This design comes from an exercise in tuning for small area on the open sky130 flow, not from production work. In this exercise RTL edits were held to simulation tests only and were not proved equivalent to the original. No driver is modelled on the clock port, so clock power and skew are understated where the tree is cut down; a real chip needs a root buffer or a tree. Power figures rest on the tool's default switching activity, not on a simulated workload.

==> module lab7, before the edit <==
module lab7(
    input               CLOCK_50_2,
    input               RESET,
    input      [9:0]    SW,
    input      [9:0]    BUTTON,
    output              presclaerFlag,
    output              Alarm_flag,
    output     [8:0]    smallSec,
    output     [8:0]    sec,
    output     [8:0]    min,
    output     [6:0]    HEX0_D,
    output     [6:0]    HEX1_D,
    output     [6:0]    HEX2_D,
    output     [6:0]    HEX3_D,
    output     [9:0]    LEDG
);
    localparam [1:0] M_COUNT = 2'd0, M_ASET = 2'd1, M_TSET = 2'd2, M_ALARM = 2'd3;
    wire kp1, kp2;
    pulseKey i_pulseKey1(.btn(BUTTON[1]), .clk(CLOCK_50_2), .reset(RESET), .keyPulse(kp1));
    pulseKey i_pulseKey2(.btn(BUTTON[2]), .clk(CLOCK_50_2), .reset(RESET), .keyPulse(kp2));
    wire tick;
    presclaer i_presclaer(.CLK(CLOCK_50_2), .rst(SW[9] | RESET), .presclaerFlag(tick));
    assign presclaerFlag = tick;
    reg [1:0] mode;
    reg [3:0] ss, m, am;
    reg [5:0] s, as;
    reg [3:0] ss_d, m_d;     
    reg [5:0] s_d;
    reg       led;
    wire nr    = ~RESET;
    wire aset  = (mode == M_ASET);
    wire cnt   = (mode == M_COUNT);
    wire alarm = (mode == M_ALARM);
    wire sel_a = aset & nr;
    wire sel_t = ~aset & nr;
    wire [3:0] srcm = ({4{sel_a}} & am) | ({4{sel_t}} & m);
    wire [5:0] srcs = ({6{sel_a}} & as) | ({6{sel_t}} & s);
    wire ss_wrap = ss[3] & ss[1];
    wire m_wrap  = srcm[3] & srcm[1];
    wire s_wrap  = srcs[5] & srcs[4] & srcs[3] & srcs[2];
    wire inc_s = nr & (cnt ? ss_wrap : kp1);
    wire inc_m = nr & (cnt ? s_wrap  : kp2);
    wire [3:0] nm = m_wrap ? 4'd0 : srcm + inc_m;
    wire [5:0] ns = s_wrap ? 6'd0 : srcs + inc_s;
    wire hold_t  = aset & nr;        
    wire load_t  = alarm & nr;       
    wire step_a  = aset | RESET;     
    wire ss_clr  = RESET | (cnt & ss_wrap);
    wire ss_inc  = cnt & tick;
    wire ssd_new = cnt & nr;
    wire ssd_old = ~cnt & nr;
    always @(posedge CLOCK_50_2) begin
        if (RESET) mode <= M_COUNT;
        else if (SW[8]) mode <= M_ASET;
        else if (SW[9]) mode <= M_TSET;
        else if (m == am && s == as) mode <= M_ALARM;
        else mode <= M_COUNT;
    end
    always @(posedge CLOCK_50_2) begin
        led  <= alarm & nr;
        m_d  <= srcm;
        s_d  <= srcs;
        m    <= hold_t ? m : (load_t ? am : nm);
        s    <= hold_t ? s : (load_t ? as : ns);
        am   <= step_a ? nm : am;
        as   <= step_a ? ns : as;
        ss   <= ss_clr ? 4'd0 : ss + ss_inc;
        ss_d <= ({4{ssd_new}} & ss) | ({4{ssd_old}} & ss_d);
    end
    SEG    i_seg0(.num(ss_d), .seg(HEX0_D));
    SECSEG i_seg12(.num(s_d), .seg({HEX2_D, HEX1_D}));
    SEG    i_seg3(.num(m_d),  .seg(HEX3_D));
    assign smallSec   = {5'd0, ss};
    assign sec        = {3'd0, s};
    assign min        = {5'd0, m};
    assign LEDG       = {10{led}};
    assign Alarm_flag = 1'b0;
endmodule
==> flow/config.mk <==
export PLATFORM = sky130hd
export DESIGN_NAME = lab7
export DESIGN_NICKNAME = lab7
export VERILOG_FILES = /design/flow/design.v
export SDC_FILE = /design/flow/constraint.sdc
export NUM_CORES = 4
export LEC_CHECK = 0
export ABC_AREA = 1
export CAP_MARGIN = 20
export CORE_MARGIN = 2
export CORE_UTILIZATION = 40
export SLEW_MARGIN = 20
==> flow/constraint.sdc <==
create_clock -name core_clock -period 8.0 [get_ports {CLOCK_50_2}]
set_input_delay 1.6000 -clock core_clock [delete_from_list [all_inputs] [get_ports {CLOCK_50_2}]]
set_output_delay 1.6000 -clock core_clock [all_outputs]
set_load 0.01 [all_outputs]
standard.sh (not shown) runs the stock make flow with config.mk's settings and CLKGATE_MAP_FILE= SYNTH_SCRIPT=/design/flow/synth_recipe.tcl, a recipe that flattens the netlist after the stock synthesis.
==> flow/flow/run.sh <==
#!/bin/bash
# Standard ORFS flow with these changes:
#  - the combinational logic of the standard synthesis is re-mapped for area
#    (flip-flops untouched, see resyn.tcl);
#  - port buffers are buf_1 cells; the constant outputs share one tie cell;
#  - the clock tree is one clock buffer (clkbuf.tcl) instead of TritonCTS's
#    H-tree; the rest of the CTS step (timing repair) is unchanged.
set -euo pipefail
HERE=$(pwd)
R=$HERE/orfs/results/$FLOW_PLATFORM/lab7/base
ARGS=(BUFFER_PORTS_ARGS="-buffer_cell sky130_fd_sc_hd__buf_1" SKIP_REPAIR_TIE_FANOUT=1)

bash standard.sh synth > synth.log 2>&1
export LIB=$FLOW_HOME/platforms/sky130hd/lib/sky130_fd_sc_hd__tt_025C_1v80.lib
export DONT_USE=$(grep -A40 "DONT_USE_CELLS" $FLOW_HOME/platforms/sky130hd/config.mk | grep -o "sky130_fd_sc_hd__[a-z0-9_]*" | sed 's/^/-dont_use /' | tr '\n' ' ')
export IN=$R/1_2_yosys.std.v OUT=$R/1_2_yosys.v ABCS=$HERE/flow/resyn.abc
cp $R/1_2_yosys.v $IN
yosys -c flow/resyn.tcl > resyn.log 2>&1
rm -f $R/1_synth.odb $R/1_synth.sdc

bash standard.sh "${ARGS[@]}" place > place.log 2>&1

rm -rf scripts_x; cp -r $FLOW_HOME/scripts scripts_x
grep -q '^log_cmd clock_tree_synthesis {\*}$cts_args$' scripts_x/cts.tcl
sed -i 's|^log_cmd clock_tree_synthesis {\*}$cts_args$|source $::env(CLKBUF_TCL)|' scripts_x/cts.tcl
export CLKBUF_TCL=$HERE/flow/clkbuf.tcl CLK_NET=CLOCK_50_2 CLK_BUF=${CLK_BUF:-sky130_fd_sc_hd__clkbuf_8} CLK_NCLUSTER=${CLK_NCLUSTER:-3}
bash standard.sh "${ARGS[@]}" SCRIPTS_DIR=$HERE/scripts_x cts > cts.log 2>&1

bash standard.sh "${ARGS[@]}" finish > finish.log 2>&1
Other scripts of this flow, unchanged in this note and not shown: flow/flow/clkbuf.tcl, flow/flow/resyn.abc, flow/flow/resyn.tcl
==> next run, changes <==
--- a/flow/design.v
+++ b/flow/design.v
@@ -109,23 +109,31 @@
     wire sel_a = aset & nr;
     wire sel_t = ~aset & nr;
     wire [3:0] srcm = ({4{sel_a}} & am) | ({4{sel_t}} & m);
     wire [5:0] srcs = ({6{sel_a}} & as) | ({6{sel_t}} & s);
     wire ss_wrap = ss[3] & ss[1];
-    wire m_wrap  = srcm[3] & srcm[1];
-    wire s_wrap  = srcs[5] & srcs[4] & srcs[3] & srcs[2];
-    wire inc_s = nr & (cnt ? ss_wrap : kp1);
-    wire inc_m = nr & (cnt ? s_wrap  : kp2);
-    wire [3:0] nm = m_wrap ? 4'd0 : srcm + inc_m;
-    wire [5:0] ns = s_wrap ? 6'd0 : srcs + inc_s;
-    wire hold_t  = aset & nr;        
+    wire m_wrap  = m[3] & m[1];
+    wire s_wrap  = s[5] & s[4] & s[3] & s[2];
+    wire am_wrap = am[3] & am[1];
+    wire as_wrap = as[5] & as[4] & as[3] & as[2];
+    wire tset    = (mode == M_TSET);
+    wire step_t  = tset | cnt;
+    wire inc_s   = nr & (cnt ? ss_wrap : tset & kp1);
+    wire inc_m   = nr & (cnt ? s_wrap  : tset & kp2);
+    wire clr_s   = RESET | (step_t & s_wrap);
+    wire clr_m   = RESET | (step_t & m_wrap);
+    wire inc_as  = nr & aset & kp1;
+    wire inc_am  = nr & aset & kp2;
+    wire clr_as  = RESET | (aset & as_wrap);
+    wire clr_am  = RESET | (aset & am_wrap);
     wire load_t  = alarm & nr;       
-    wire step_a  = aset | RESET;     
     wire ss_clr  = RESET | (cnt & ss_wrap);
     wire ss_inc  = cnt & tick;
     wire ssd_new = cnt & nr;
     wire ssd_old = ~cnt & nr;
+    wire [3:0] nm = clr_m ? 4'd0 : m + inc_m;
+    wire [5:0] ns = clr_s ? 6'd0 : s + inc_s;
     always @(posedge CLOCK_50_2) begin
         if (RESET) mode <= M_COUNT;
         else if (SW[8]) mode <= M_ASET;
         else if (SW[9]) mode <= M_TSET;
         else if (m == am && s == as) mode <= M_ALARM;
@@ -133,14 +141,14 @@
     end
     always @(posedge CLOCK_50_2) begin
         led  <= alarm & nr;
         m_d  <= srcm;
         s_d  <= srcs;
-        m    <= hold_t ? m : (load_t ? am : nm);
-        s    <= hold_t ? s : (load_t ? as : ns);
-        am   <= step_a ? nm : am;
-        as   <= step_a ? ns : as;
+        m    <= load_t ? am : nm;
+        s    <= load_t ? as : ns;
+        am   <= clr_am ? 4'd0 : am + inc_am;
+        as   <= clr_as ? 6'd0 : as + inc_as;
         ss   <= ss_clr ? 4'd0 : ss + ss_inc;
         ss_d <= ({4{ssd_new}} & ss) | ({4{ssd_old}} & ss_d);
     end
     SEG    i_seg0(.num(ss_d), .seg(HEX0_D));
     SECSEG i_seg12(.num(s_d), .seg({HEX2_D, HEX1_D}));
=> The changed run finished clean; setup slack improves by 0.75 ns; global-route usage goes up by 0.56 points; sequential share of layout area went down by 6.4 points; combinational power drops by 76%; die area drops by 3.0%; via count rose by 8.1%; register-to-register slack improved by 1.6 ns; core utilization went down by 0.63 points.
No run of this note takes its clock network from TritonCTS; it comes from the design's own scripts or RTL.

-- afterwards: timing with drivers on the ports --
The flow's constraints put no driver on any port. The routed layouts listed below were extracted and timed again, unchanged, in two steps.
Step 1 sets driving cells, clkbuf_16 on the clock port and buf_2 on the other inputs (assumed; they add their load-dependent delay and slew).
Step 2 adds t to the input delays and takes it off the output delays; t is the mean of the earliest and latest rising clock arrival at the registers after step 1. Input paths then give back, and output paths get back, about the clock's delay inside the block.
Three values: no drivers, after step 1, after step 2; two values: the first two.
| run | shift t [ns] | slack for setup (ns) | slew at the worst register clock pin (ns) |
|---|---|---|---|
| the first run | 0.198 | 2.704 / 2.731 / 2.533 | 0.11 / 0.11 |
| the second run | 0.205 | 3.454 / 3.406 / 3.611 | 0.11 / 0.11 |
After both steps every run listed still meets setup and hold. For the first run, which loses most, drivers alone change the setup slack by +0.027 ns; drivers and shift together by -0.171 ns.
